Background: an optimization exercise with open tools, aiming at small area and a short achievable clock period. Do not read the settings as production practice. At most, simulation tests tie the RTL to the original design; equivalence was not proved. Function not checked in runs 3 to 5: the RTL went through the layout flow alone. Power and IR drop assume default switching activity.

`flow/config.mk`:
```
export PLATFORM = sky130hd
export DESIGN_NAME = DataPath16BitCpu_Clean
export DESIGN_NICKNAME = DataPath16BitCpu_Clean
export VERILOG_FILES = /design/flow/design.v
export SDC_FILE = /design/flow/constraint.sdc
export NUM_CORES = 4
export LEC_CHECK = 0
export CAP_MARGIN = 20
export CORE_MARGIN = 2
export CORE_UTILIZATION = 55
export PLACE_DENSITY = 0.7
export SLEW_MARGIN = 20
```
`flow/constraint.sdc`:
```
create_clock -name core_clock -period 14.0 [get_ports {Clk}]
set_input_delay 2.8000 -clock core_clock [delete_from_list [all_inputs] [get_ports {Clk}]]
set_output_delay 2.8000 -clock core_clock [all_outputs]
set_load 0.01 [all_outputs]
```
`flow/design.v`:
```
`timescale 1ns / 1ps
module DataPath16BitCpu_Clean(Clk,Reset,Restart,Ins,Mem_Out,PC,A,ALU_Out,B,MemWrite);
    input Clk;                           
    input Reset;                         
    input Restart;                       
    input [15:0] Ins;                    
    input [15:0] Mem_Out;                
    output [15:0] PC;                    
    output [15:0] A;                     
    output [15:0] ALU_Out;               
    output [15:0] B;                     
    output MemWrite;                     
    wire [3:0] op = Ins[15:12];
    wire [3:0] rs = Ins[11:8];
    wire [3:0] rt = Ins[7:4];
    wire [3:0] rd = Ins[3:0];
    wire is_lw  = (op == 4'd8);
    wire is_sw  = (op == 4'd10);
    wire is_bne = (op == 4'd14);
    wire is_jmp = (op == 4'd15);
    wire is_r   = (op == 4'd0) | (op == 4'd1) | (op == 4'd2) | (op == 4'd6) | (op == 4'd7);
    wire we     = is_r | is_lw;
    wire [3:0] wa = op[3] ? rt : rd;     
    assign MemWrite = is_sw;
    wire [15:0] C;                       
    wire [15:0] wsel;                    
    wire [15:0] V;                       
    wire [255:0] Rf;
    genvar i;
    generate
        for (i = 0; i < 16; i = i + 1) begin : dec
            assign wsel[i] = we & (wa == i);
        end
    endgenerate
    genvar j;
    generate
        for (j = 0; j < 16; j = j + 1) begin : rf
            reg [15:0] q;
            always @(posedge Clk)
                if (wsel[j]) q <= C;
            assign Rf[j*16 +: 16] = q;
        end
    endgenerate
    reg [15:0] Vr;
    always @(posedge Clk or negedge Reset)
        if (~Reset) Vr <= 16'd0;
        else Vr <= Vr | wsel;
    assign V = Vr;
    RdPort    rdA  (.a(rs), .V(V), .Rf(Rf), .y(A));
    RdPort    rdB  (.a(rt), .V(V), .Rf(Rf), .y(B));
    AddrGen   agen (.A(A), .off(Ins[3:0]), .y(ALU_Out));
    wire ne;
    ALU16     alu  (.op(op), .A(A), .B(B), .Mem_Out(Mem_Out), .C(C), .ne(ne));
    reg [15:0] PCr;
    wire [15:0] PC_Next;
    PCNext    pcn  (.PC(PCr), .Ins(Ins), .taken(is_bne & ne), .jmp(is_jmp), .nxt(PC_Next));
    always @(posedge Clk or negedge Restart)
        if (~Restart) PCr <= 16'd0;
        else PCr <= PC_Next;
    assign PC = PCr;
endmodule
module RdPort(a, V, Rf, y);
    input [3:0] a;
    input [15:0] V;
    input [255:0] Rf;
    output [15:0] y;
    wire [15:0] s;
    genvar b, k;
    generate
        for (k = 0; k < 16; k = k + 1) begin : dec
            assign s[k] = (a == k) & V[k];
        end
        for (b = 0; b < 16; b = b + 1) begin : bit_
            wire [5:0] p;
            for (k = 0; k < 5; k = k + 1) begin : grp
                assign p[k] = (s[3*k] & Rf[(3*k)*16 + b]) | (s[3*k+1] & Rf[(3*k+1)*16 + b])
                            | (s[3*k+2] & Rf[(3*k+2)*16 + b]);
            end
            assign p[5] = s[15] & Rf[15*16 + b];
            assign y[b] = (p[0] | p[1] | p[2]) | (p[3] | p[4] | p[5]);
        end
    endgenerate
endmodule
module AddrGen(A, off, y);
    input [15:0] A;
    input [3:0] off;
    output [15:0] y;
    wire [3:0] g = A[3:0] & off;
    wire [3:0] p = A[3:0] ^ off;
    wire c1 = g[0];
    wire c2 = g[1] | (p[1] & g[0]);
    wire c3 = g[2] | (p[2] & g[1]) | (p[2] & p[1] & g[0]);
    wire c4 = g[3] | (p[3] & g[2]) | (p[3] & p[2] & g[1]) | (p[3] & p[2] & p[1] & g[0]);
    wire [15:4] ones, zeros;             
    assign ones[4] = 1'b1;
    assign zeros[4] = 1'b1;
    genvar i;
    generate
        for (i = 5; i < 16; i = i + 1) begin : pfx
            assign ones[i]  = &A[i-1:4];
            assign zeros[i] = ~|A[i-1:4];
        end
    endgenerate
    wire [15:4] hi1 = off[3] ? A[15:4] : A[15:4] ^ ones;     
    wire [15:4] hi0 = off[3] ? A[15:4] ^ zeros : A[15:4];    
    assign y = {c4 ? hi1 : hi0, p ^ {c3, c2, c1, 1'b0}};
endmodule
module ALU16(op, A, B, Mem_Out, C, ne);
    input [3:0] op;
    input [15:0] A, B, Mem_Out;
    output [15:0] C;
    output ne;
    wire sub = op[2];                    
    wire [15:0] y = B ^ {16{sub}};
    wire [15:0] sum;
    Add16 add (.a(A), .b(y), .ci(sub), .s(sum), .ne(ne));   
    reg [15:0] res;
    always @(*)
        case (op[2:0])
            3'd0: res = A & B;
            3'd1: res = A | B;
            3'd7: res = {16{sum[15]}};
            default: res = sum;          
        endcase
    assign C = op[3] ? Mem_Out : res;    
endmodule
module PCNext(PC, Ins, taken, jmp, nxt);
    input [15:0] PC;
    input [15:0] Ins;
    input taken, jmp;
    output [15:0] nxt;
    wire [4:0] k = taken ? {Ins[3], Ins[3:0]} + 5'd1 : 5'd1;    
    assign nxt = jmp ? Ins : PC + {{11{k[4]}}, k};
endmodule
module Add16(a, b, ci, s, ne);
    input [15:0] a, b;
    input ci;
    output [15:0] s;
    output ne;                           
    assign s = a + b + {15'd0, ci};
    assign ne = ~&(a ^ b);
endmodule
```
`flow/flow/run.sh`:
```
#!/bin/bash
# Layout flow: the standard flow (standard.sh) with these changes:
#  - synthesis is the standard flow's synthesis script (flow/synth.tcl) with other ABC
#    mapping scripts: modules on the input-to-output paths (RdPort AddrGen) are mapped
#    for delay (flow/fast.abc), the rest for area (flow/area.abc); the
#    half/full-adder extraction is off. Registers are unchanged.
#  - port buffers are plain buf_4 cells;
#  - setup repair aims for a slack margin of 4.75 ns.
# Each step's full output goes to its own log file here.
set -euo pipefail
F=$(pwd)/flow
MY_ABC_SCRIPT=$F/area.abc MY_ABC_FAST_SCRIPT=$F/fast.abc MY_ABC_FAST_MODULES="RdPort AddrGen" \
  bash standard.sh SYNTH_SCRIPT=$F/synth.tcl ADDER_MAP_FILE= SYNTH_HIERARCHICAL=1 SYNTH_MINIMUM_KEEP_SIZE=0 synth > synth.log 2>&1
bash standard.sh "BUFFER_PORTS_ARGS=-buffer_cell sky130_fd_sc_hd__buf_4" SETUP_SLACK_MARGIN=4.75  "CTS_ARGS=-sink_clustering_enable -repair_clock_nets -dont_use_dummy_load -buf_list {sky130_fd_sc_hd__clkbuf_4 sky130_fd_sc_hd__clkbuf_8} -sink_clustering_size 20 -sink_clustering_max_diameter 50" "BUFFER_PORTS_ARGS=-buffer_cell sky130_fd_sc_hd__buf_2" finish > layout.log 2>&1
```
`flow/flow/area.abc`:
```
strash; dc2; &get -n; &dch -f; &nf -R 1000; &put
```
`flow/flow/fast.abc`:
```
&get -n; &st; &dch; &nf; &put
```
`flow/flow/synth.tcl`:
```
# The standard flow's synthesis script (synth_recipe.tcl) with one change: the ABC mapping
# script. MY_ABC_SCRIPT replaces ORFS's script; with SYNTH_HIERARCHICAL 1, the
# modules named in MY_ABC_FAST_MODULES are mapped with MY_ABC_FAST_SCRIPT
# instead. Registers are not touched by ABC.
proc synth {args} { yosys synth -nofsm -noshare {*}$args }
proc abc {args} {
  set i [lsearch -exact $args -script]
  if { $i < 0 || ![info exists ::env(MY_ABC_SCRIPT)] } {
    yosys abc {*}$args
    return
  }
  set fast {}
  if { [info exists ::env(MY_ABC_FAST_MODULES)] } { set fast $::env(MY_ABC_FAST_MODULES) }
  if { [llength $fast] > 0 } {
    set fargs $args
    lset fargs [expr {$i + 1}] $::env(MY_ABC_FAST_SCRIPT)
    yosys abc {*}$fargs {*}$fast
    # the rest: ABC leaves the cells mapped above alone
    lset args [expr {$i + 1}] $::env(MY_ABC_SCRIPT)
    yosys abc {*}$args
  } else {
    lset args [expr {$i + 1}] $::env(MY_ABC_SCRIPT)
    yosys abc {*}$args
  }
}
source $::env(SCRIPTS_DIR)/synth.tcl
# left out here: clear keep_hierarchy, flatten, clean up, hide names made inside functions, write 1_2_yosys.v
```
`flow/standard.sh`:
```
#!/bin/bash
# synth_recipe.tcl (not shown) runs the flow's synth.tcl, then flattens the netlist and writes it again
# the make line also repeats each setting of config.mk as NAME=value (left out here)
make -C /OpenROAD-flow-scripts/flow DESIGN_CONFIG=/design/flow/config.mk WORK_HOME=/design/flow/orfs CLKGATE_MAP_FILE= SYNTH_SCRIPT=/design/flow/synth_recipe.tcl "${@:-finish}"
```
==> results of run 1 <==
## cells by family after synthesis
group                      count (synthesis)  synth area share, %
adders and majority gates                 16                 1.16
AOI/OAI and AO/OA                        257                 15.8
buffers and inverters                      5                0.136
xor gates and xnor gates                  80                 5.08
and+or+nand+nor                          413                 14.6
muxes                                     21                 1.61
DFF                                      288                 61.6
## per-module statistics from Yosys, one instance, submodules excluded
module                  cell area [µm²]  times used  flops+latches
AddrGen                             512           1              0
RdPort                             1270           2              0
ALU16                               642           1              0
PCNext                              694           1              0
DataPath16BitCpu_Clean             8830           1            288
Add16                               574           1              0
## worst max-delay path: cells and delay by family
kind	cells	cell delay, ns
and+or+nand+nor	5	1.69
AOI/OAI and AO/OA	3	0.97
buffers and inverters	2	0.32
muxes	1	0.31
xor gates and xnor gates	1	0.19
## routing by layer
| metal | GRT usage, % | part of all wire, % | up-vias |
|---|---|---|---|
| met4 | 15.5 | 5.0 | 0 |
| met3 | 7.79 | 14 | 138 |
| met1 | 46.0 | 37 | 5492 |
| met2 | 52.1 | 44 | 926 |
| li1 | - | - | 4797 |
| met5 | 1.14 | 0 | - |
## layout by cell type, fill, tap and decap left out, types with 3 or more instances in the layout
cell type / n
or2_0: 31
and3_2: 13
o21ai_0: 26
buf_2: 99
nand3_1: 75
nor2_1: 71
mux2_1: 9
maj3_1: 16
xor2_2: 4
o221ai_1: 3
o31ai_1: 16
clkbuf_8: 28
mux2i_1: 12
a31oi_1: 4
nor2_4: 3
xor2_1: 34
a222oi_1: 160
o21ai_1: 3
xnor2_1: 39
nor2b_1: 16
edfxtp_1: 256
nand2_1: 116
and3_4: 19
nand4_1: 6
nand2b_1: 8
nor2_2: 5
clkinv_1: 5
a21oi_1: 33
and2_0: 12
buf_4: 31
dfrtp_1: 32
or2_1: 18
nor3_1: 4
xnor2_2: 3
## repair_timing
item / 4_1_cts / 5_1_grt
endpoints found under the setup margin: 14 / 27
pin swaps: 0 / 12
buffers inserted: 0 / 3
resized for setup: 35 / 54
## metrics by stage
stage / power [mW] / std cells / utilization [%]
floorplan: 1.50 / 1080 / -
global placement: 1.74 / 1531 / 61.0
finish: 2.20 / 1565 / 63.8
CTS: 2.18 / 1561 / 62.9
detailed placement: 1.75 / 1533 / 61.1
global route: 2.30 / 1565 / 63.8
## final cells by class
cell class / instances / area share [%]
sequential: 288 / 54.4
multi-input combinational: 787 / 35.5
timing repair buffer: 133 / 4.93
tap: 324 / 2.60
clock buffer: 28 / 2.47
inverter: 5 / 0.120
## power by group
| group | leakage [nW] | switching (mW) | internal [mW] |
|---|---|---|---|
| clock | 0.201 | 0.263 | 0.177 |
| combinational | 2.53 | 0.426 | 0.246 |
| sequential | 2.67 | 0.0418 | 1.05 |
| total | 5.41 | 0.730 | 1.47 |
## sequential cells by signal, summed over array words and instances, names as in the netlist
| register | cells |
|---|---|
| rf.q | 256 |
| PCr | 16 |
| Vr | 16 |
## worst paths after layout
kind                                     end            start  depth (start not counted)  slack [ns]
max                               ALU_Out[8]           Ins[8]                         12        4.90
min                          Vr[0]$_DFF_PN0_  Vr[0]$_DFF_PN0_                          1        0.50
max reg2reg                PCr[14]$_DFF_PN0_  Vr[5]$_DFF_PN0_                         28        7.40
min reg2reg                  Vr[0]$_DFF_PN0_  Vr[0]$_DFF_PN0_                          1        0.50
max in group asynchronous  PCr[10]$_DFF_PN0_          Restart                          1       11.54
min in group asynchronous    Vr[4]$_DFF_PN0_            Reset                          1        2.11
==> summary.txt, run 1 <==
Outcome
  – Status: complete, no violations

Timing
  – Setup_tns: 0 ns
  – Fin Clk Skew: 0.0521 ns
  – Setup slack after layout: 4.90 ns
  – Final period utilization: 65.0%
  – Tightest Pin Transition: 1.14 ns
  – Fin. max-slew vios: 0
  – RSZ-0062 raised after global routing: no
  – Tmin final: 9.10 ns
  – Final setup fails: 0
  – Hold WS: 0.497 ns
  – Relative slew margins: between 20% and 30%
  – Max Clk Rate: roughly 110 MHz
  – Final Hold Fails: 0

Detailed routing
  – Post-DR vias/cell: 7.25
  – Post-DRT Antenna Nets: 0
  – DRT Pass-1 Iters: 9
  – WL per Instance: about 29 µm
  – Via count: 11.4k
  – Detailed-route wire length: 45200 µm
  – Detailed Route Iter0 Violations: 2248
  – Residual DRC count: 0

Synth
  – Asr flop ratio synth: between 10 and 15%
  – Most common cell in the netlist: edfxtp_1
  – Post-synth top cells: 256 x edfxtp_1, 160 x a222oi_1, 116 x nand2_1
  – Post-synth top area cell: edfxtp_1
  – Top_reg_cell synth: edfxtp_1
  – Post-synth EDFFs: 256
  – Synthesized area: 13800 µm²
  – Synth Register Bits: 288
  – Mean Syn Cell Area: 12.8 µm²
  – Top cells by area, synth: edfxtp_1 56%, a222oi_1 12%, dfrtp_1 5.8%
  – Distinct cell type count after synthesis: 39
  – Top-area cell type share of the netlist area: between 50 and 60%
  – Syn_nets: between 1k and 1.5k
  – Synth Instances: 1080
  – Synth warn: 8
  – Register area share after synthesis: between 60% and 70%

Cells and area
  – Diodes inserted: 0
  – Layout cells sized above 1: 17.4%
  – Final net count: 1278
  – Syn-to-layout area delta: 13.1%
  – Storage cell area: 8490 µm²
  – Post-route cell area: between 15000 and 20000 µm²
  – Multi-input gate area: 5530 µm²
  – Fill count: 1876

Floorplanning
  – Die area: 26400 µm²
  – Initial Util: 56.4%
  – Die width: 162 µm
  – Die H: 162 µm
  – Core area: 24500 µm²
  – Ports: 100
  – Cell Rows: 57

Critical path
  – Worst EP arrival: 6.30 ns
  – CP max stage cell: and3_2
  – CP max stage delay: 0.57 ns
  – Startpoint Class: input port
  – CP Cell Sequence: buf_2, nor2b_1, and3_2, a222oi_1, nand3_1, or2_1, nand2_1, o21ai_1, a21o_2, mux2i_1, xnor2_1, buf_2
  – CP most frequent cell: buf_2
  – CP required: 11.20 ns
  – Max FO, Critical Path: 16
  – Crit. End Element: output pin
  – CP Class: input port to output pin

Power
  – Pwr Density: between 100 and 150 nW/µm²
  – Peak VDD IR: 0.0896 mV
  – Lkg Pwr: 5.41 nW

Global routing
  – Largest net degree at the start of global routing: 45
  – First-pass GRT wire length: around 66000 µm
  – GR Util All Layers: 33.8%
  – Global route overflow: 0
  – Initial antenna violation count: 0
  – Vias in the first global route: 10.9k

Clock network
  – H-Tree Depth: 1
  – CTS root buffer: clkbuf_8
  – CTS tree: built
  – Hold-fix buffer count after cts: 0
  – CTS clk-pin slew, worst paths: about 0.060 ns
  – Sink Count: 288
  – CTS buffer count: 28
  – Clk Latency, worst-skew pair: 0.60 ns
  – Clock Tree Buf Depth: 3

Placed design
  – Dpl cell area: about 15000 µm²
  – HPWL after detailed placement: slightly below 30000 µm
  – Buffers on Ports: 99
  – Global placement routability congestion: 0.928
  – Pre-CTS setup slack: 3.87 ns

Worst hold path
  – Min-Delay Path Class: flip-flop to flip-flop

Job
  – MaxCap Viol Count: 0
==> inputs of run 2 (changes only) <==
==> flow/flow/run.sh (replaced) <==
#!/bin/bash
# Layout flow: the standard flow (standard.sh) with these changes:
#  - synthesis is the standard flow's synthesis script (flow/synth.tcl) with other ABC
#    mapping scripts: modules on the input-to-output paths (RdPort AddrGen Add16) are mapped
#    for delay (flow/fast.abc), the rest for area (flow/area.abc); the
#    half/full-adder extraction is off. Registers are unchanged.
#  - port buffers are plain buf_4 cells;
#  - setup repair aims for a slack margin of 5.25 ns.
# Each step's full output goes to its own log file here.
set -euo pipefail
F=$(pwd)/flow
MY_ABC_SCRIPT=$F/area.abc MY_ABC_FAST_SCRIPT=$F/fast.abc MY_ABC_FAST_MODULES="RdPort AddrGen Add16" \
  bash standard.sh SYNTH_SCRIPT=$F/synth.tcl ADDER_MAP_FILE= SYNTH_HIERARCHICAL=1 SYNTH_MINIMUM_KEEP_SIZE=0 synth > synth.log 2>&1
bash standard.sh "BUFFER_PORTS_ARGS=-buffer_cell sky130_fd_sc_hd__buf_4" SETUP_SLACK_MARGIN=5.25  "CTS_ARGS=-sink_clustering_enable -repair_clock_nets -dont_use_dummy_load -buf_list {sky130_fd_sc_hd__clkbuf_4 sky130_fd_sc_hd__clkbuf_8} -sink_clustering_size 20 -sink_clustering_max_diameter 50" "BUFFER_PORTS_ARGS=-buffer_cell sky130_fd_sc_hd__buf_2" finish > layout.log 2>&1
==> summary.txt, run 2 <==
Floorplanning
  – Die width: 163 µm (+0.39%)
  – Initial Util: 55.7% (-0.69 points)
  – Die H: 163 µm (+0.39%)
  – Die area: 26600 µm² (+0.78%)
  – Cell Rows: 58 (+1.8%)
  – Ports: 100 (unchanged)
  – Core area: 25000 µm² (+2.1%)

Cells and area
  – Commonest cells after routing, fill and taps aside: 256 x edfxtp_1, 160 x a222oi_1, 120 x nand2_1
  – Commonest non-fill, non-tap cell in the layout: edfxtp_1
  – Syn-to-layout area delta: 18.3%
  – Post-route cell area: 16400 µm² (+5.4%)
  – Diodes inserted: 0 (unchanged)
  – Largest Register: rf.q
  – Max reg flops: 256 (unchanged)
  – Largest registers: rf.q: 256 flops, PCr: 16 flops, Vr: 16 flops
  – Layout cells sized above 1: 24.3% (+6.9 points)
  – Final net count: 1343 (+5.1%)

Worst hold path
  – Min-Delay Path Class: flip-flop to flip-flop

Detailed routing
  – Via count: 12.0k (+5.9%)
  – Post-DRT Antenna Nets: 0 (unchanged)
  – DRT Pass-1 Iters: 13 (+4)
  – Detailed Route Iter0 Violations: 2493 (+11%)
  – WL per Instance: 29.8 µm (+3.3%)
  – Detailed-route wire length: 48800 µm (+8.0%)
  – Residual DRC count: 0 (unchanged)
  – Post-DR vias/cell: 7.35 (+1.3%)

Synth
  – Distinct cell type count after synthesis: 43 (+10%)
  – Register area share after synthesis: 61.1% (-0.49 points)
  – Post-synth top area cell: edfxtp_1
  – Top_reg_cell synth: edfxtp_1
  – Top-area cell type share of the netlist area: 55.3% (-0.44 points)
  – Synth Instances: 1097 (+1.6%)
  – Synthesized area: 13900 µm² (+0.80%)
  – Asr flop ratio synth: 11.1% (unchanged)
  – Top cells by area, synth: edfxtp_1 55%, a222oi_1 12%, dfrtp_1 5.8%
  – Mean Syn Cell Area: 12.7 µm² (-0.76%)
  – Synth Register Bits: 288 (unchanged)
  – Synth warn: 8 (unchanged)
  – Syn_nets: 1132 (+1.5%)
  – Post-synth top cells: 256 x edfxtp_1, 160 x a222oi_1, 120 x nand2_1
  – Most common cell in the netlist: edfxtp_1
  – Post-synth EDFFs: 256 (unchanged)

Global routing
  – First-pass GRT wire length: 66300 µm (+0.23%)
  – GR Util All Layers: 34.0% (+0.18 points)
  – Vias in the first global route: 10.7k (-1.7%)
  – Initial antenna violation count: 0 (unchanged)
  – Largest net degree at the start of global routing: 45 (unchanged)
  – Global route overflow: 0 (unchanged)

Clock network
  – CTS clk-pin slew, worst paths: 0.08 ns (+0.02 ns)
  – Hold-fix buffer count after cts: 0 (unchanged)
  – Clock Tree Buf Depth: 3 (unchanged)
  – CTS tree: built
  – Sink Count: 288 (unchanged)
  – CTS root buffer: clkbuf_8
  – Clk Latency, worst-skew pair: 0.61 ns (about the same)
  – H-Tree Depth: 1 (unchanged)
  – CTS buffer count: 28 (unchanged)

Power
  – Lkg Pwr: 5.75 nW (+6.2%)
  – Peak VDD IR: 0.0905 mV (+1.1%)
  – Pwr Density: 143 nW/µm² (+1.2%)

Timing
  – Final setup fails: 0 (unchanged)
  – Max Clk Rate: 115 MHz (+4.6%)
  – Final Hold Fails: 0 (unchanged)
  – Hold WS: 0.531 ns (+0.0340 ns)
  – Relative slew margins: 19.2% (-5.0 points)
  – Setup_tns: 0 ns (unchanged)
  – Tightest Pin Transition: 1.21 ns (+0.0755 ns)
  – Tmin final: 8.70 ns (-0.400 ns)
  – Fin. max-slew vios: 0 (unchanged)
  – RSZ-0062 raised after global routing: yes
  – Final period utilization: 62.1% (-2.9 points)
  – Fin Clk Skew: 0.0808 ns (+0.0288 ns)

Critical path
  – Crit. End Element: output pin
  – Max FO, Critical Path: 9 (-7)
  – Startpoint Class: input port
  – CP required: 11.20 ns (about the same)
  – Worst EP arrival: 5.90 ns (-0.40 ns)
  – CP Class: input port to output pin

Outcome
  – Status: complete, no violations

Placed design
  – Dpl cell area: 15100 µm² (+0.89%)
  – Global placement routability congestion: 0.967 (+4.1%)
  – HPWL after detailed placement: 29300 µm (+1.5%)
  – Buffers on Ports: 99 (unchanged)

Job
  – MaxCap Viol Count: 0 (unchanged)
run 2: per-module statistics from Yosys, one instance, submodules excluded:
module | cell area [µm²] | times used
ALU16 | 642 | 1
Add16 | 684 | 1
DataPath16BitCpu_Clean | 8830 | 1
RdPort | 1270 | 2
PCNext | 694 | 1
AddrGen | 512 | 1
run 2: logic make-up after synthesis:
family                     after synthesis  synth area share [%]
AOI/OAI and AO/OA                      276                  16.4
xor gates and xnor gates                85                  5.36
adders and majority gates               17                  1.22
buffers and inverters                    3                0.0810
DFF                                    288                  61.1
muxes                                   21                  1.59
and+or+nand+nor                        407                  14.2
run 2: per-layer routing:
metal  share of wire (%)  vias to the layer above  track usage [%]
met5                   0                        -                0
met4                 5.3                        0             14.0
met3                  15                      182             8.86
met2                  43                     1076             52.5
met1                  36                     5762             46.1
li1                    -                     5007                -
run 2: worst paths after layout:
path	startpoint	to	slack, ns	cells past startpoint
max in group asynchronous	Reset	Vr[12]$_DFF_PN0_	11.57	1
worst min register to register	Vr[13]$_DFF_PN0_	Vr[13]$_DFF_PN0_	0.53	1
min in group asynchronous	Reset	Vr[1]$_DFF_PN0_	2.09	1
worst max-delay path	Ins[11]	ALU_Out[13]	5.30	13
worst min-delay path	Vr[13]$_DFF_PN0_	Vr[13]$_DFF_PN0_	0.53	1
worst max register to register	Vr[3]$_DFF_PN0_	PCr[14]$_DFF_PN0_	7.56	30
run 2: area by class of cell:
cell class | count | area (µm²)
Sequential cell | 288 | 8490
Inverter | 3 | 11.3
Fill cell | 1863 | 8530
Tap cell | 330 | 413
Multi-Input combinational cell | 816 | 6060
Timing Repair Buffer | 171 | 1080
Clock buffer | 28 | 385
run 2: stage by stage:
stage	worst slack [ns]	cells	power (mW)	util, %
after floorplan	5.35	1097	1.53	-
after global placement	4.07	1552	1.80	60.3
after detailed placement	3.96	1554	1.81	60.4
after CTS	5.26	1589	2.27	63.2
after global routing	5.11	1636	2.45	65.8
final	5.30	1636	2.35	65.8
run 2: repair_timing:
| action | CTS | global route |
|---|---|---|
| pin swaps | 11 | 55 |
| cloned | 1 | 9 |
| setup endpoints to repair | 16 | 14 |
| gates resized for setup | 84 | 82 |
| setup buffers | 6 | 37 |
run 2: critical path, cell delays in order:
cell and delay [ns]:
buf_2 0.15, nor2_2 0.35, and3_4 0.39, clkbuf_4 0.26
a222oi_1 0.13, nand3_1 0.22, or2_2 0.34, nand2_1 0.14
nor4_2 0.40, nand2_1 0.09, mux2_1 0.32, xnor2_1 0.14
buf_2 0.16
run 2: where the power goes:
group          internal (mW)  switching, mW  leakage [nW]
sequential              1.06         0.0488          2.67
clock                  0.177          0.264         0.201
combinational          0.302          0.504          2.87
==> inputs of run 3 (changes only) <==
--- a/flow/design.v
+++ b/flow/design.v
@@ -38,5 +38,5 @@
             reg [15:0] q;
             always @(posedge Clk)
-                if (wsel[j]) q <= C;
+                if (wsel[j]) q <= ~C;      
             assign Rf[j*16 +: 16] = q;
         end
@@ -72,11 +72,9 @@
         end
         for (b = 0; b < 16; b = b + 1) begin : bit_
-            wire [5:0] p;
-            for (k = 0; k < 5; k = k + 1) begin : grp
-                assign p[k] = (s[3*k] & Rf[(3*k)*16 + b]) | (s[3*k+1] & Rf[(3*k+1)*16 + b])
-                            | (s[3*k+2] & Rf[(3*k+2)*16 + b]);
+            wire [7:0] p;
+            for (k = 0; k < 8; k = k + 1) begin : pair
+                assign p[k] = ~((~s[2*k] | Rf[(2*k)*16 + b]) & (~s[2*k+1] | Rf[(2*k+1)*16 + b]));
             end
-            assign p[5] = s[15] & Rf[15*16 + b];
-            assign y[b] = (p[0] | p[1] | p[2]) | (p[3] | p[4] | p[5]);
+            assign y[b] = (p[0] | p[1] | p[2] | p[3]) | (p[4] | p[5] | p[6] | p[7]);
         end
     endgenerate
==> flow/flow/run.sh (replaced) <==
#!/bin/bash
# Layout flow: the standard flow (standard.sh) with these changes:
#  - synthesis is the standard flow's synthesis script (flow/synth.tcl) with other ABC
#    mapping scripts: modules on the input-to-output paths (RdPort AddrGen Add16) are mapped
#    for delay (flow/fast.abc), the rest for area (flow/area.abc); the
#    half/full-adder extraction is off. Registers are unchanged.
#  - port buffers are plain buf_4 cells;
#  - setup repair aims for a slack margin of 5.5 ns.
# Each step's full output goes to its own log file here.
set -euo pipefail
F=$(pwd)/flow
MY_ABC_SCRIPT=$F/area.abc MY_ABC_FAST_SCRIPT=$F/fast.abc MY_ABC_FAST_MODULES="RdPort AddrGen Add16" \
  bash standard.sh SYNTH_SCRIPT=$F/synth.tcl ADDER_MAP_FILE= SYNTH_HIERARCHICAL=1 SYNTH_MINIMUM_KEEP_SIZE=0 synth > synth.log 2>&1
bash standard.sh "BUFFER_PORTS_ARGS=-buffer_cell sky130_fd_sc_hd__buf_4" SETUP_SLACK_MARGIN=5.5  "CTS_ARGS=-sink_clustering_enable -repair_clock_nets -dont_use_dummy_load -buf_list {sky130_fd_sc_hd__clkbuf_4 sky130_fd_sc_hd__clkbuf_8} -sink_clustering_size 20 -sink_clustering_max_diameter 50" "BUFFER_PORTS_ARGS=-buffer_cell sky130_fd_sc_hd__buf_2" finish > layout.log 2>&1
==> summary.txt, run 3 <==
Power
  – Pwr Density: 135 nW/µm² (-5.7%)
  – Peak VDD IR: 0.110 mV (+22%)
  – Lkg Pwr: 6.02 nW (+4.7%)

Detailed routing
  – Residual DRC count: 0 (unchanged)
  – Detailed-route wire length: 50600 µm (+3.8%)
  – Post-DRT Antenna Nets: 0 (unchanged)
  – Via count: 12.5k (+3.9%)
  – WL per Instance: 29.0 µm (-2.7%)
  – DRT Pass-1 Iters: 7 (-6)
  – Detailed Route Iter0 Violations: 1683 (-32%)
  – Post-DR vias/cell: 7.15 (-2.7%)

Critical path
  – Startpoint Class: input port
  – CP max stage delay: 0.38 ns (-0.02 ns)
  – Max FO, Critical Path: 5 (-4)
  – CP required: 11.20 ns (about the same)
  – CP most frequent cell: buf_6
  – CP max stage cell: nor4bb_4
  – CP Class: input port to output pin
  – Crit. End Element: output pin
  – CP Cell Sequence: buf_6, and2_4, nand4_1, buf_6, buf_8, o22ai_2, nor4_4, nand2_2, buf_12, nor4b_4, nor4bb_4, nand2b_1, mux2_4, xnor2_2, buf_2
  – Worst EP arrival: 5.69 ns (-0.21 ns)

Clock network
  – CTS tree: built
  – H-Tree Depth: 1 (unchanged)
  – CTS root buffer: clkbuf_8
  – Sink Count: 288 (unchanged)
  – Clock Tree Buf Depth: 3 (unchanged)
  – CTS buffer count: 27 (-3.6%)
  – Clk Latency, worst-skew pair: 0.60 ns (about the same)
  – CTS clk-pin slew, worst paths: 0.10 ns (+0.02 ns)

Cells and area
  – Final net count: 1459 (+8.6%)
  – Diodes inserted: 0 (unchanged)
  – Largest Register: rf.q
  – Post-route cell area: 17600 µm² (+6.9%)
  – Final Util: 71.8% (+6.0 points)
  – Largest registers: rf.q: 256 flops, PCr: 16 flops, Vr: 16 flops
  – Fill count: 1684 (-9.6%)
  – Layout Cells excl Fill: 1746 (+6.7%)
  – Commonest cells after routing, fill and taps aside: 256 x edfxtp_1, 248 x o22ai_1, 98 x nand2_1
  – Commonest non-fill, non-tap cell in the layout: edfxtp_1
  – Layout cells sized above 1: 29.1% (+4.8 points)
  – Max reg flops: 256 (unchanged)
  – Syn-to-layout area delta: 27.3%

Synth
  – Synthesized area: 13800 µm² (-0.74%)
  – Top-area cell type share of the netlist area: 55.7% (+0.41 points)
  – Post-synth top cells: 256 x edfxtp_1, 256 x o22ai_1, 120 x nand2_1
  – Synth Register Bits: 288 (unchanged)
  – Synth Instances: 1175 (+7.1%)
  – Register area share after synthesis: 61.5% (+0.45 points)
  – Mean Syn Cell Area: 11.7 µm² (-7.3%)
  – Top cells by area, synth: edfxtp_1 56%, o22ai_1 12%, dfrtp_1 5.8%
  – Post-synth top area cell: edfxtp_1
  – Syn_nets: 1210 (+6.9%)
  – Synth warn: 8 (unchanged)
  – Top_reg_cell synth: edfxtp_1
  – Post-synth EDFFs: 256 (unchanged)
  – Distinct cell type count after synthesis: 43 (unchanged)
  – Asr flop ratio synth: 11.1% (unchanged)

Global routing
  – GR Util All Layers: 35.9% (+2.0 points)
  – Initial antenna violation count: 0 (unchanged)
  – Global route overflow: 0 (unchanged)
  – Largest net degree at the start of global routing: 45 (unchanged)
  – First-pass GRT wire length: 70200 µm (+6.0%)
  – Vias in the first global route: 11.6k (+8.1%)

Timing
  – Relative slew margins: 20.3% (+1.1 points)
  – Max Clk Rate: 118 MHz (+2.5%)
  – Final Hold Fails: 0 (unchanged)
  – Tmin final: 8.49 ns (-0.211 ns)
  – RSZ-0062 raised after global routing: yes
  – Setup_tns: 0 ns (unchanged)
  – Final setup fails: 0 (unchanged)
  – Fin Clk Skew: 0.0877 ns (+0.00687 ns)
  – Fin. max-slew vios: 0 (unchanged)
  – Tightest Pin Transition: 1.19 ns (-0.0167 ns)
  – Final period utilization: 60.6% (-1.5 points)

Outcome
  – Status: complete, no violations

Job
  – MaxCap Viol Count: 0 (unchanged)

Placed design
  – Placed instance count: 1622 (+4.4%)
  – Dpl cell area: 15000 µm² (-0.80%)
  – HPWL after detailed placement: 30000 µm (+2.6%)
  – Global placement routability congestion: 1.02 (+5.5%)
  – Buffers on Ports: 99 (unchanged)

Worst hold path
  – Min-Delay Path Class: flip-flop to flip-flop

Floorplanning
  – Die width: 162 µm (-0.36%)
  – Die H: 162 µm (-0.36%)
  – Die area: 26400 µm² (-0.72%)
  – Ports: 100 (unchanged)
  – Cell Rows: 57 (-1.7%)
  – Core area: 24500 µm² (-2.0%)
  – Initial Util: 56.4% (+0.72 points)
-- run 3: cell types whose count changed in the layout (fill, tap and decap cells not counted), moves of 21 or more --
| cell | delta |
|---|---|
| o22ai_1 | +248 |
| a222oi_1 | -160 |
| nand3_1 | -60 |
| and3_4 | -30 |
| nor4_2 | +26 |
| buf_4 | +23 |
| nand2_1 | -22 |
| nand3_4 | +21 |
-- run 3: report_power, final --
group	switching [mW]	leakage [nW]	total, mW	internal [mW]
clock network	0.259	0.194	0.429	0.171
logic	0.511	3.16	0.827	0.316
registers	0.0546	2.66	1.11	1.06
-- run 3: worst paths after layout --
kind	start	endpoint	slack [ns]	depth (start not counted)
max	Ins[8]	ALU_Out[13]	5.51	15
min	Vr[12]$_DFF_PN0_	Vr[12]$_DFF_PN0_	0.55	1
max reg2reg	Vr[2]$_DFF_PN0_	PCr[14]$_DFF_PN0_	7.73	30
min reg2reg	Vr[12]$_DFF_PN0_	Vr[12]$_DFF_PN0_	0.55	1
max in group asynchronous	Reset	Vr[7]$_DFF_PN0_	11.52	1
min in group asynchronous	Restart	PCr[8]$_DFF_PN0_	2.14	1
-- run 3: routing by layer --
metal	vias up	global-route usage [%]	routed length, µm
li1	5233	-	-
met1	5966	48.4	18000
met2	1059	55.0	22400
met3	233	6.19	6460
met4	0	22.0	3760
met5	-	0	0
-- run 3: area by class of cell --
class	count	area, µm²	share of cell area [%]
multi-input combinational	871	6610	37.6
clock buffer	27	372	2.12
sequential	288	8490	48.3
inverter	19	71.3	0.406
timing repair buffer	217	1630	9.26
tap	324	405	2.31
-- run 3: what timing repair did --
action | CTS | global route
endpoints found under the hold margin | 0 | 0
gates resized for setup | 170 | 95
hold buffers | 0 | 0
setup buffers | 19 | 72
setup endpoints to repair | 22 | 14
cloned | 1 | 5
pin swaps | 33 | 40
-- run 3: modules after synthesis, one instance, submodules excluded --
module,times used,area (µm²),flops+latches,cells inside
DataPath16BitCpu_Clean,1,8890,288,364
RdPort,2,1180,0,199
PCNext,1,694,0,125
Add16,1,684,0,111
ALU16,1,642,0,102
AddrGen,1,512,0,75
-- run 3: worst max-delay path, delay by kind of cell --
kind	cells	cell delay, ns
simple gates	7	1.62
buf+inv	5	0.72
mux	1	0.30
xor+xnor	1	0.14
compound gates	1	0.09
-- run 3: through the flow --
stage | power (mW) | worst slack [ns] | hold WS, ns
after CTS | 2.29 | 5.51 | 0.527
final | 2.37 | 5.51 | 0.545
after floorplan | 1.53 | 5.51 | 0.465
after global routing | 2.46 | 5.24 | 0.571
after global placement | 1.77 | 3.80 | 0.492
after detailed placement | 1.78 | 3.68 | 0.495
-- run 3: cell families after synthesis --
logic type	Yosys count	share of synthesized area, %
adder cells (fa/ha/maj)	17	1.23
AND/OR/NAND/NOR	373	13.2
multiplexers	21	1.61
buffers and inverters	19	0.517
XOR/XNOR	85	5.40
AO/OA/AOI/OAI	372	16.6
flip-flops	288	61.5
==> inputs of run 4 (changes only) <==
==> flow/flow/run.sh (replaced) <==
#!/bin/bash
# Layout flow: the standard flow (standard.sh) with these changes:
#  - synthesis is the standard flow's synthesis script (flow/synth.tcl) with other ABC
#    mapping scripts: modules on the input-to-output paths (RdPort AddrGen) are mapped
#    for delay (flow/fast.abc), the rest for area (flow/area.abc); the
#    half/full-adder extraction is off. Registers are unchanged.
#  - port buffers are plain buf_4 cells;
#  - setup repair aims for a slack margin of 5 ns.
# Each step's full output goes to its own log file here.
set -euo pipefail
F=$(pwd)/flow
MY_ABC_SCRIPT=$F/area.abc MY_ABC_FAST_SCRIPT=$F/fast.abc MY_ABC_FAST_MODULES="RdPort AddrGen" \
  bash standard.sh SYNTH_SCRIPT=$F/synth.tcl ADDER_MAP_FILE= SYNTH_HIERARCHICAL=1 SYNTH_MINIMUM_KEEP_SIZE=0 synth > synth.log 2>&1
bash standard.sh "BUFFER_PORTS_ARGS=-buffer_cell sky130_fd_sc_hd__buf_4" SETUP_SLACK_MARGIN=5  "CTS_ARGS=-sink_clustering_enable -repair_clock_nets -dont_use_dummy_load -buf_list {sky130_fd_sc_hd__clkbuf_4 sky130_fd_sc_hd__clkbuf_8} -sink_clustering_size 20 -sink_clustering_max_diameter 50" "BUFFER_PORTS_ARGS=-buffer_cell sky130_fd_sc_hd__buf_1" finish > layout.log 2>&1
==> summary.txt, run 4 <==
Critical path
  – CP Class: input port to flip-flop
  – Worst r2r src: Vr[9]$_DFF_PN0_
  – CP required: 14.22 ns (+3.02 ns)
  – Crit path from: Ins[7]
  – Crit. End Element: flip-flop
  – Worst EP arrival: 9.30 ns (+3.61 ns)
  – Startpoint Class: input port
  – Max FO, Critical Path: 16 (+11)

Synth
  – Top-area cell type share of the netlist area: 56.2% (+0.45 points)
  – Synth Instances: 1158 (-1.4%)
  – Top_reg_cell synth: edfxtp_1
  – Asr flop ratio synth: 11.1% (unchanged)
  – Post-synth top cells: 256 x edfxtp_1, 256 x o22ai_1, 116 x nand2_1
  – Synthesized area: 13700 µm² (-0.80%)
  – Distinct cell type count after synthesis: 39 (-9.3%)
  – Synth warn: 8 (unchanged)
  – Syn_nets: 1193 (-1.4%)
  – Mean Syn Cell Area: 11.8 µm² (+0.66%)
  – Top cells by area, synth: edfxtp_1 56%, o22ai_1 12%, dfrtp_1 5.9%
  – Synth Register Bits: 288 (unchanged)
  – Register area share after synthesis: 62.0% (+0.49 points)
  – Post-synth top area cell: edfxtp_1
  – Post-synth EDFFs: 256 (unchanged)

Timing
  – RSZ-0062 raised after global routing: yes
  – Final setup fails: 0 (unchanged)
  – Relative slew margins: 26.4% (+6.1 points)
  – Tmin final: 9.08 ns (+0.592 ns)
  – Tightest Pin Transition: 1.10 ns (-0.0903 ns)
  – Max Clk Rate: 110 MHz (-6.5%)
  – Fin Clk Skew: 0.0490 ns (-0.0387 ns)
  – Setup_tns: 0 ns (unchanged)
  – Final Hold Fails: 0 (unchanged)
  – Fin. max-slew vios: 0 (unchanged)
  – Final period utilization: 64.9% (+4.2 points)

Placed design
  – HPWL after detailed placement: 28800 µm (-4.2%)
  – Buffers on Ports: 99 (unchanged)
  – Placed instance count: 1615 (-0.43%)
  – Global placement routability congestion: 0.949 (-6.9%)

Cells and area
  – Syn-to-layout area delta: 17.8%
  – Diodes inserted: 0 (unchanged)
  – Final Util: 66.1% (-5.7 points)
  – Fill count: 1857 (+10%)
  – Layout cells sized above 1: 16.0% (-13 points)
  – Largest registers: rf.q: 256 flops, PCr: 16 flops, Vr: 16 flops
  – Max reg flops: 256 (unchanged)
  – Commonest cells after routing, fill and taps aside: 256 x o22ai_1, 256 x edfxtp_1, 96 x nand2_1
  – Final net count: 1372 (-6.0%)
  – Layout Cells excl Fill: 1659 (-5.0%)
  – Largest Register: rf.q

Clock network
  – H-Tree Depth: 1 (unchanged)
  – Clock Tree Buf Depth: 3 (unchanged)
  – CTS root buffer: clkbuf_8
  – CTS tree: built
  – CTS clk-pin slew, worst paths: 0.08 ns (-0.02 ns)
  – Sink Count: 288 (unchanged)
  – Clk Latency, worst-skew pair: 0.62 ns (+0.02 ns)
  – CTS buffer count: 30 (+11%)

Global routing
  – Met1 usage: 48.6% (+0.23 points)
  – Vias in the first global route: 11.0k (-4.5%)
  – Global route overflow: 0 (unchanged)
  – Initial antenna violation count: 0 (unchanged)
  – First-pass GRT wire length: 68000 µm (-3.2%)
  – Largest net degree at the start of global routing: 45 (unchanged)
  – GR Util All Layers: 35.1% (-0.84 points)
  – Met2 Usage GRT: 53.1% (-1.9 points)
  – Most Used Layer, Global Route: met2
  – Met3 Use GR: 7.05% (+0.86 points)

Floorplanning
  – Die H: 162 µm (-0.39%)
  – Core area: 24400 µm² (-0.29%)
  – Cell Rows: 57 (unchanged)
  – Ports: 100 (unchanged)
  – Die width: 162 µm (-0.39%)
  – Initial Util: 56.1% (-0.29 points)
  – Die area: 26200 µm² (-0.78%)

Detailed routing
  – Detailed-route wire length: 47800 µm (-5.5%)
  – Via count: 11.9k (-4.5%)
  – Detailed Route Iter0 Violations: 1703 (+1.2%)
  – DRT Pass-1 Iters: 6 (-1)
  – Post-DR vias/cell: 7.19 (+0.50%)
  – WL per Instance: 28.8 µm (-0.60%)
  – Residual DRC count: 0 (unchanged)
  – Post-DRT Antenna Nets: 0 (unchanged)

Job
  – MaxCap Viol Count: 0 (unchanged)

Worst hold path
  – Hold Crit Start: Vr[14]$_DFF_PN0_
  – Min-Delay Path Class: flip-flop to flip-flop

Power
  – Lkg Pwr: 5.22 nW (-13%)
  – Peak VDD IR: 0.0912 mV (-17%)
  – Pwr Density: 139 nW/µm² (+3.2%)

Outcome
  – Status: complete, no violations
run 4: changes by cell type in the layout (fill, tap and decap cells not counted), moves of 8 or more:
cell	previous run	this run
clkinv_1	19	7
o22ai_1	248	256
buf_1	0	91
inv_2	0	14
nor2_1	56	70
buf_6	14	4
xnor2_2	14	3
buf_12	11	1
buf_2	95	0
buf_4	88	43
o22ai_2	8	0
o21ai_0	34	25
clkbuf_2	0	8
run 4: worst paths after layout:
path,to,slack (ns),cells after the start
worst max-delay path,rf[2].q[12]$_DFFE_PP_,4.92,28
worst min-delay path,Vr[14]$_DFF_PN0_,0.52,1
worst max register to register,rf[2].q[12]$_DFFE_PP_,7.09,26
worst min register to register,Vr[14]$_DFF_PN0_,0.52,1
max in group asynchronous,PCr[13]$_DFF_PN0_,11.07,1
min in group asynchronous,Vr[10]$_DFF_PN0_,2.30,1
run 4: per-layer routing:
metal | up-vias | wire, µm | part of all wire (%)
met5 | - | 0 | 0
met4 | 0 | 2820 | 5.9
met3 | 208 | 6610 | 14
met2 | 1026 | 21300 | 45
met1 | 5678 | 17100 | 36
li1 | 5016 | - | -
run 4: what timing repair did:
item,in CTS,in global routing
pin swaps,1,16
hold buffers,0,0
endpoints found under the setup margin,260,273
setup buffers,2,12
resized for setup,68,108
run 4: stage by stage:
stage          hold WS, ns  power [mW]  instance area [µm²]  setup WS (ns)
5_1_grt              0.556        2.32                16100           4.69
3_3_place_gp         0.489        1.70                14700           3.58
3_5_place_dp         0.494        1.72                14700           3.30
4_1_cts              0.523        2.18                15500           4.86
2_1_floorplan        0.465        1.50                13700           5.69
6_report             0.523        2.24                16100           4.92
run 4: logic make-up (layout without fill, tap and decap cells):
family,Yosys count,in the layout,synth area share (%)
and+or+nand+nor,379,379,13.5
AOI/OAI and AO/OA,353,353,16.0
DFF,288,288,62.0
xor gates and xnor gates,80,80,5.12
muxes,21,21,1.62
buffers and inverters,21,198,0.576
adders and majority gates,16,16,1.17
run 4: worst max-delay path, stage by stage:
cell and delay, ns:
clkbuf_2 0.20, nor2b_4 0.21, nand3_1 0.13, buf_4 0.28
o22ai_1 0.13, nor4_2 0.56, nand2_1 0.32, xor2_1 0.26
maj3_1 0.46, nor2b_1 0.15, a21oi_1 0.29, a21oi_1 0.16
nand2b_1 0.11, a31oi_1 0.11, and2_0 0.19, a21oi_1 0.29
o21ai_0 0.20, nand3b_1 0.12, a31oi_1 0.12, a31oi_1 0.26
o221a_1 0.30, o221ai_1 0.15, xor2_1 0.16, o21ai_0 0.17
nand2_2 0.40, a21oi_1 0.08, o31ai_1 0.26, clkinv_1 0.41
run 4: final cells by class:
cell class	count	area [µm²]	share of cell area, %
inverter	21	78.8	0.489
clock buffer	30	413	2.56
multi-input combinational	849	5970	37.0
timing repair buffer	147	769	4.77
sequential	288	8490	52.7
tap	324	405	2.51
run 4: modules after synthesis (local to each module, per instance):
module / cells inside / flip-flops and latches
PCNext: 125 / 0
DataPath16BitCpu_Clean: 364 / 288
RdPort: 199 / 0
AddrGen: 75 / 0
Add16: 94 / 0
ALU16: 102 / 0
run 4: power by group:
| group | switching, mW | leakage (nW) | internal, mW |
|---|---|---|---|
| clock | 0.279 | 0.216 | 0.189 |
| combinational | 0.447 | 2.34 | 0.226 |
| sequential | 0.0509 | 2.66 | 1.05 |
==> inputs of run 5 (changes only) <==
--- a/flow/design.v
+++ b/flow/design.v
@@ -38,5 +38,5 @@
             reg [15:0] q;
             always @(posedge Clk)
-                if (wsel[j]) q <= ~C;      
+                if (wsel[j]) q <= C;
             assign Rf[j*16 +: 16] = q;
         end
@@ -49,7 +49,6 @@
     RdPort    rdA  (.a(rs), .V(V), .Rf(Rf), .y(A));
     RdPort    rdB  (.a(rt), .V(V), .Rf(Rf), .y(B));
-    AddrGen   agen (.A(A), .off(Ins[3:0]), .y(ALU_Out));
     wire ne;
-    ALU16     alu  (.op(op), .A(A), .B(B), .Mem_Out(Mem_Out), .C(C), .ne(ne));
+    ALU16     alu  (.op(op), .off(Ins[3:0]), .A(A), .B(B), .Mem_Out(Mem_Out), .C(C), .sum(ALU_Out), .ne(ne));
     reg [15:0] PCr;
     wire [15:0] PC_Next;
@@ -72,44 +71,24 @@
         end
         for (b = 0; b < 16; b = b + 1) begin : bit_
-            wire [7:0] p;
-            for (k = 0; k < 8; k = k + 1) begin : pair
-                assign p[k] = ~((~s[2*k] | Rf[(2*k)*16 + b]) & (~s[2*k+1] | Rf[(2*k+1)*16 + b]));
+            wire [5:0] p;
+            for (k = 0; k < 5; k = k + 1) begin : grp
+                assign p[k] = (s[3*k] & Rf[(3*k)*16 + b]) | (s[3*k+1] & Rf[(3*k+1)*16 + b])
+                            | (s[3*k+2] & Rf[(3*k+2)*16 + b]);
             end
-            assign y[b] = (p[0] | p[1] | p[2] | p[3]) | (p[4] | p[5] | p[6] | p[7]);
+            assign p[5] = s[15] & Rf[15*16 + b];
+            assign y[b] = (p[0] | p[1] | p[2]) | (p[3] | p[4] | p[5]);
         end
     endgenerate
 endmodule
-module AddrGen(A, off, y);
-    input [15:0] A;
+module ALU16(op, off, A, B, Mem_Out, C, sum, ne);
+    input [3:0] op;
     input [3:0] off;
-    output [15:0] y;
-    wire [3:0] g = A[3:0] & off;
-    wire [3:0] p = A[3:0] ^ off;
-    wire c1 = g[0];
-    wire c2 = g[1] | (p[1] & g[0]);
-    wire c3 = g[2] | (p[2] & g[1]) | (p[2] & p[1] & g[0]);
-    wire c4 = g[3] | (p[3] & g[2]) | (p[3] & p[2] & g[1]) | (p[3] & p[2] & p[1] & g[0]);
-    wire [15:4] ones, zeros;             
-    assign ones[4] = 1'b1;
-    assign zeros[4] = 1'b1;
-    genvar i;
-    generate
-        for (i = 5; i < 16; i = i + 1) begin : pfx
-            assign ones[i]  = &A[i-1:4];
-            assign zeros[i] = ~|A[i-1:4];
-        end
-    endgenerate
-    wire [15:4] hi1 = off[3] ? A[15:4] : A[15:4] ^ ones;     
-    wire [15:4] hi0 = off[3] ? A[15:4] ^ zeros : A[15:4];    
-    assign y = {c4 ? hi1 : hi0, p ^ {c3, c2, c1, 1'b0}};
-endmodule
-module ALU16(op, A, B, Mem_Out, C, ne);
-    input [3:0] op;
     input [15:0] A, B, Mem_Out;
     output [15:0] C;
+    output [15:0] sum;                   
     output ne;
     wire sub = op[2];                    
-    wire [15:0] y = B ^ {16{sub}};
-    wire [15:0] sum;
+    wire use_off = op[3] & ~op[2];       
+    wire [15:0] y = use_off ? {{12{off[3]}}, off} : B ^ {16{sub}};
     Add16 add (.a(A), .b(y), .ci(sub), .s(sum), .ne(ne));   
     reg [15:0] res;
==> flow/flow/run.sh (replaced) <==
#!/bin/bash
# Layout flow: the standard flow (standard.sh) with these changes:
#  - synthesis is the standard flow's synthesis script (flow/synth.tcl) with other ABC
#    mapping scripts: modules on the input-to-output paths (RdPort Add16) are mapped
#    for delay (flow/fast.abc), the rest for area (flow/area.abc); the
#    half/full-adder extraction is off. Registers are unchanged.
#  - port buffers are plain buf_4 cells;
#  - setup repair aims for a slack margin of 5 ns.
# Each step's full output goes to its own log file here.
set -euo pipefail
F=$(pwd)/flow
MY_ABC_SCRIPT=$F/area.abc MY_ABC_FAST_SCRIPT=$F/fast.abc MY_ABC_FAST_MODULES="RdPort Add16" \
  bash standard.sh SYNTH_SCRIPT=$F/synth.tcl ADDER_MAP_FILE= SYNTH_HIERARCHICAL=1 SYNTH_MINIMUM_KEEP_SIZE=0 synth > synth.log 2>&1
bash standard.sh "BUFFER_PORTS_ARGS=-buffer_cell sky130_fd_sc_hd__buf_4" SETUP_SLACK_MARGIN=5  "CTS_ARGS=-sink_clustering_enable -repair_clock_nets -dont_use_dummy_load -buf_list {sky130_fd_sc_hd__clkbuf_4 sky130_fd_sc_hd__clkbuf_8} -sink_clustering_size 20 -sink_clustering_max_diameter 50" "BUFFER_PORTS_ARGS=-buffer_cell sky130_fd_sc_hd__buf_1" finish > layout.log 2>&1
==> summary.txt, run 5 <==
Outcome
  – Status: complete, no violations

Clock network
  – Clock Tree Buf Depth: 3 (unchanged)
  – Sink Count: 288 (unchanged)
  – CTS clk-pin slew, worst paths: 0.04 ns (-0.04 ns)
  – CTS tree: built
  – CTS root buffer: clkbuf_8
  – Clk Latency, worst-skew pair: 0.60 ns (-0.02 ns)
  – CTS buffer count: 27 (-10%)
  – H-Tree Depth: 1 (unchanged)

Timing
  – Final Hold Fails: 0 (unchanged)
  – RSZ-0062 raised after global routing: yes
  – Max Clk Rate: 109 MHz (-1.4%)
  – Fin. max-slew vios: 0 (unchanged)
  – Tightest Pin Transition: 1.13 ns (+0.0277 ns)
  – Final setup fails: 0 (unchanged)
  – Fin Clk Skew: 0.0625 ns (+0.0135 ns)
  – Tmin final: 9.21 ns (+0.128 ns)
  – Setup_tns: 0 ns (unchanged)
  – Relative slew margins: 24.5% (-1.9 points)
  – Final period utilization: 65.8% (+0.92 points)

Global routing
  – GR Util All Layers: 34.0% (-1.0 points)
  – Vias in the first global route: 10.7k (-2.9%)
  – First-pass GRT wire length: 65300 µm (-4.1%)
  – Largest net degree at the start of global routing: 52 (+16%)
  – Initial antenna violation count: 0 (unchanged)
  – Global route overflow: 0 (unchanged)

Detailed routing
  – DRT Pass-1 Iters: 10 (+4)
  – Post-DR vias/cell: 7.22 (+0.42%)
  – Detailed Route Iter0 Violations: 2188 (+28%)
  – Post-DRT Antenna Nets: 0 (unchanged)
  – Residual DRC count: 0 (unchanged)
  – WL per Instance: 28.6 µm (-0.82%)
  – Via count: 11.5k (-3.6%)
  – Detailed-route wire length: 45500 µm (-4.8%)

Placed design
  – Buffers on Ports: 99 (unchanged)
  – HPWL after detailed placement: 27800 µm (-3.5%)
  – Dpl cell area: 14500 µm² (-1.4%)
  – Global placement routability congestion: 0.996 (+5.0%)
  – Placed instance count: 1493 (-7.6%)

Power
  – Peak VDD IR: 0.102 mV (+12%)
  – Clock power share: 19.0% (-1.8 points)
  – Register share of total power: 47.3% (-1.9 points)
  – Internal power: 1.50 mW (+2.1%)
  – Combinational power share: 33.7% (+3.7 points)
  – Switching share of power: 33.9% (-0.66 points)
  – NetSw: 0.770 mW (-0.82%)
  – Lkg Pwr: 5.40 nW (+3.4%)
  – Pwr Density: 140 nW/µm² (+0.98%)

Synth
  – Syn_nets: 1077 (-9.7%)
  – Top_reg_cell synth: edfxtp_1
  – Post-synth top cells: 256 x edfxtp_1, 160 x a222oi_1, 110 x nand2_1
  – Distinct cell type count after synthesis: 42 (+7.7%)
  – Top-area cell type share of the netlist area: 56.9% (+0.78 points)
  – Post-synth EDFFs: 256 (unchanged)
  – Asr flop ratio synth: 11.1% (unchanged)
  – Most common cell in the netlist: edfxtp_1
  – Synthesized area: 13500 µm² (-1.4%)
  – Synth warn: 8 (unchanged)
  – Synth Instances: 1042 (-10%)
  – Top cells by area, synth: edfxtp_1 57%, a222oi_1 12%, dfrtp_1 5.9%
  – Synth Register Bits: 288 (unchanged)
  – Mean Syn Cell Area: 13.0 µm² (+9.6%)
  – Register area share after synthesis: 62.9% (+0.86 points)
  – Post-synth top area cell: edfxtp_1

Cells and area
  – Commonest cells after routing, fill and taps aside: 256 x edfxtp_1, 160 x a222oi_1, 110 x nand2_1
  – Final net count: 1305 (-4.9%)
  – Layout Cells excl Fill: 1593 (-4.0%)
  – Storage cell area: 8490 µm² (unchanged)
  – Fill count: 1763 (-5.1%)
  – Largest Register: rf.q
  – Largest registers: rf.q: 256 flops, PCr: 16 flops, Vr: 16 flops
  – Max reg flops: 256 (unchanged)
  – Layout cells sized above 1: 20.3% (+4.4 points)
  – Syn-to-layout area delta: 19.6%
  – Commonest non-fill, non-tap cell in the layout: edfxtp_1
  – Post-route cell area: 16100 µm² (+0.12%)
  – Multi-input gate area: 5640 µm² (-5.4%)

Worst hold path
  – Hold Path End: Vr[4]$_DFF_PN0_
  – Hold Crit Start: Vr[4]$_DFF_PN0_
  – Hold path cells: 1 (unchanged)
  – Min-Delay Path Class: flip-flop to flip-flop

Critical path
  – Critical path's top delay family: compound AO/OA/AOI/OAI gates
  – Max FO, Critical Path: 7 (-9)
  – CP max stage delay: 0.42 ns (-0.14 ns)
  – Worst r2r src: Vr[3]$_DFF_PN0_
  – Worst Reg2Reg Path Length in Cells: 34 (+31%)
  – CP Cell Sequence: buf_12, nor2b_1, and3_4, buf_4, a222oi_1, nand3_1, or2_0, xnor2_1, o21ai_2, xnor2_2, o21ai_0, a21oi_1, nor2_1, a2111oi_2, xor2_1, buf_2
  – Worst path buffer plus inverter count: 3 (unchanged)
  – CP required: 11.20 ns (-3.02 ns)
  – Crit. End Element: output pin
  – Reg2reg end: PCr[15]$_DFF_PN0_
  – CP max stage cell: a2111oi_2
  – Reg2Reg Setup Slack: 7.32 ns (+0.23 ns)
  – Worst EP arrival: 6.41 ns (-2.89 ns)
  – CP Class: input port to output pin
  – Startpoint Class: input port

Floorplanning
  – Ports: 100 (unchanged)
  – Die area: 25800 µm² (-1.3%)
  – Cell Rows: 57 (unchanged)
  – Core area: 24200 µm² (-0.88%)
  – Die width: 161 µm (-0.67%)
  – Initial Util: 55.8% (-0.28 points)
  – Die H: 161 µm (-0.67%)

Job
  – MaxCap Viol Count: 0 (unchanged)
## run 5: final cells by class
cell class | instances | share of cell area, %
sequential | 288 | 52.6
timing repair buffer | 198 | 7.54
inverter | 3 | 0.0698
clock buffer | 27 | 2.30
antenna | 1 | 0.0155
tap | 324 | 2.51
multi-input combinational | 752 | 35.0
## run 5: worst max path at each step
stage,start,to,cells after the start
floorplan,Ins[6],ALU_Out[14],14
global placement,Ins[4],PCr[14]$_DFF_PN0_,34
detailed placement,Ins[4],PCr[14]$_DFF_PN0_,34
CTS,Ins[5],ALU_Out[14],16
global route,Ins[5],ALU_Out[12],16
finish,Ins[5],ALU_Out[12],16
## run 5: cell families (layout without fill, tap and decap cells)
| family | count (synthesis) | count (layout) | share of synthesized area, % |
|---|---|---|---|
| simple gates | 375 | 376 | 13.5 |
| flops | 288 | 288 | 62.9 |
| compound gates | 285 | 285 | 17.3 |
| xor+xnor | 63 | 63 | 4.09 |
| fa+ha+maj | 17 | 17 | 1.26 |
| mux | 11 | 11 | 0.881 |
| buf+inv | 3 | 228 | 0.0834 |
| other cells | 0 | 1 | 0 |
## run 5: layer usage
layer / routed length [µm] / global-route usage, % / vias to the layer above
li1: - / - / 4838
met1: 16600 / 46.8 / 5528
met3: 6260 / 6.95 / 156
met5: 0 / 0 / -
met2: 20200 / 52.3 / 980
met4: 2490 / 16.7 / 0
## run 5: stage by stage
stage                     utilization, %  total power [mW]  worst slack [ns]  hold slack, ns
after global routing                66.7              2.34              4.64           0.510
final                               66.8              2.27              4.79           0.498
after CTS                           64.9              2.17              4.93           0.496
after floorplan                        -              1.45              5.00           0.449
after global placement              60.1              1.68              3.72           0.469
after detailed placement            60.1              1.68              3.66           0.475
## run 5: repair_timing
action,in CTS,in global routing
setup buffers,52,19
gates resized for setup,123,77
hold buffers,0,0
pin swaps,42,46
cloned,1,0
endpoints found under the setup margin,20,17
## run 5: power by group through the flow
| stage | combinational [mW] | sequential [mW] | clock, mW |
|---|---|---|---|
| after global placement | 0.590 | 1.09 | 0 |
| after CTS | 0.668 | 1.07 | 0.434 |
| after floorplan | 0.361 | 1.09 | 0 |
| final | 0.763 | 1.07 | 0.431 |
| after detailed placement | 0.596 | 1.09 | 0 |
| after global routing | 0.807 | 1.08 | 0.459 |
## run 5: modules after synthesis (local to each module, per instance)
| module | times used | cell area [µm²] |
|---|---|---|
| ALU16 | 1 | 753 |
| Add16 | 1 | 684 |
| DataPath16BitCpu_Clean | 1 | 8830 |
| PCNext | 1 | 694 |
| RdPort | 2 | 1270 |

==> afterwards: timing with drivers on the ports <==
No port has a modelled driver above. Below, the same layouts with a new extraction and two added sets of constraints.
Step 1: set_driving_cell puts a clkbuf_16 on Clk and a buf_2 on each other input, an assumption about the parent block.
Step 2 times the ports against the registers' clock, not the clock port: input delays grow and output delays shrink by t, the midpoint of the rising clock arrivals with the driver on.
a / b / c = ideal / step 1 / step 2; a / b = the first two.
| run | t (ns) | setup slack, ns | slew at the worst register clock pin (ns) | worst data-port slew with drivers (ns) |
|---|---|---|---|---|
| run 1 | 0.619 | 4.900 / 4.875 / 4.548 | 0.11 / 0.11 | 0.06 |
| run 2 | 0.617 | 5.299 / 5.280 / 4.921 | 0.11 / 0.11 | 0.04 |
| run 3 | 0.604 | 5.510 / 5.475 / 5.053 | 0.11 / 0.11 | 0.04 |
| run 4 | 0.639 | 4.918 / 4.924 / 4.286 | 0.11 / 0.11 | 0.06 |
| run 5 | 0.610 | 4.789 / 4.736 / 4.619 | 0.11 / 0.11 | 0.07 |
After both steps every run listed still meets setup and hold. The setup slack of run 4, which loses most, moves by +0.006 ns with the drivers and by -0.632 ns with both steps.
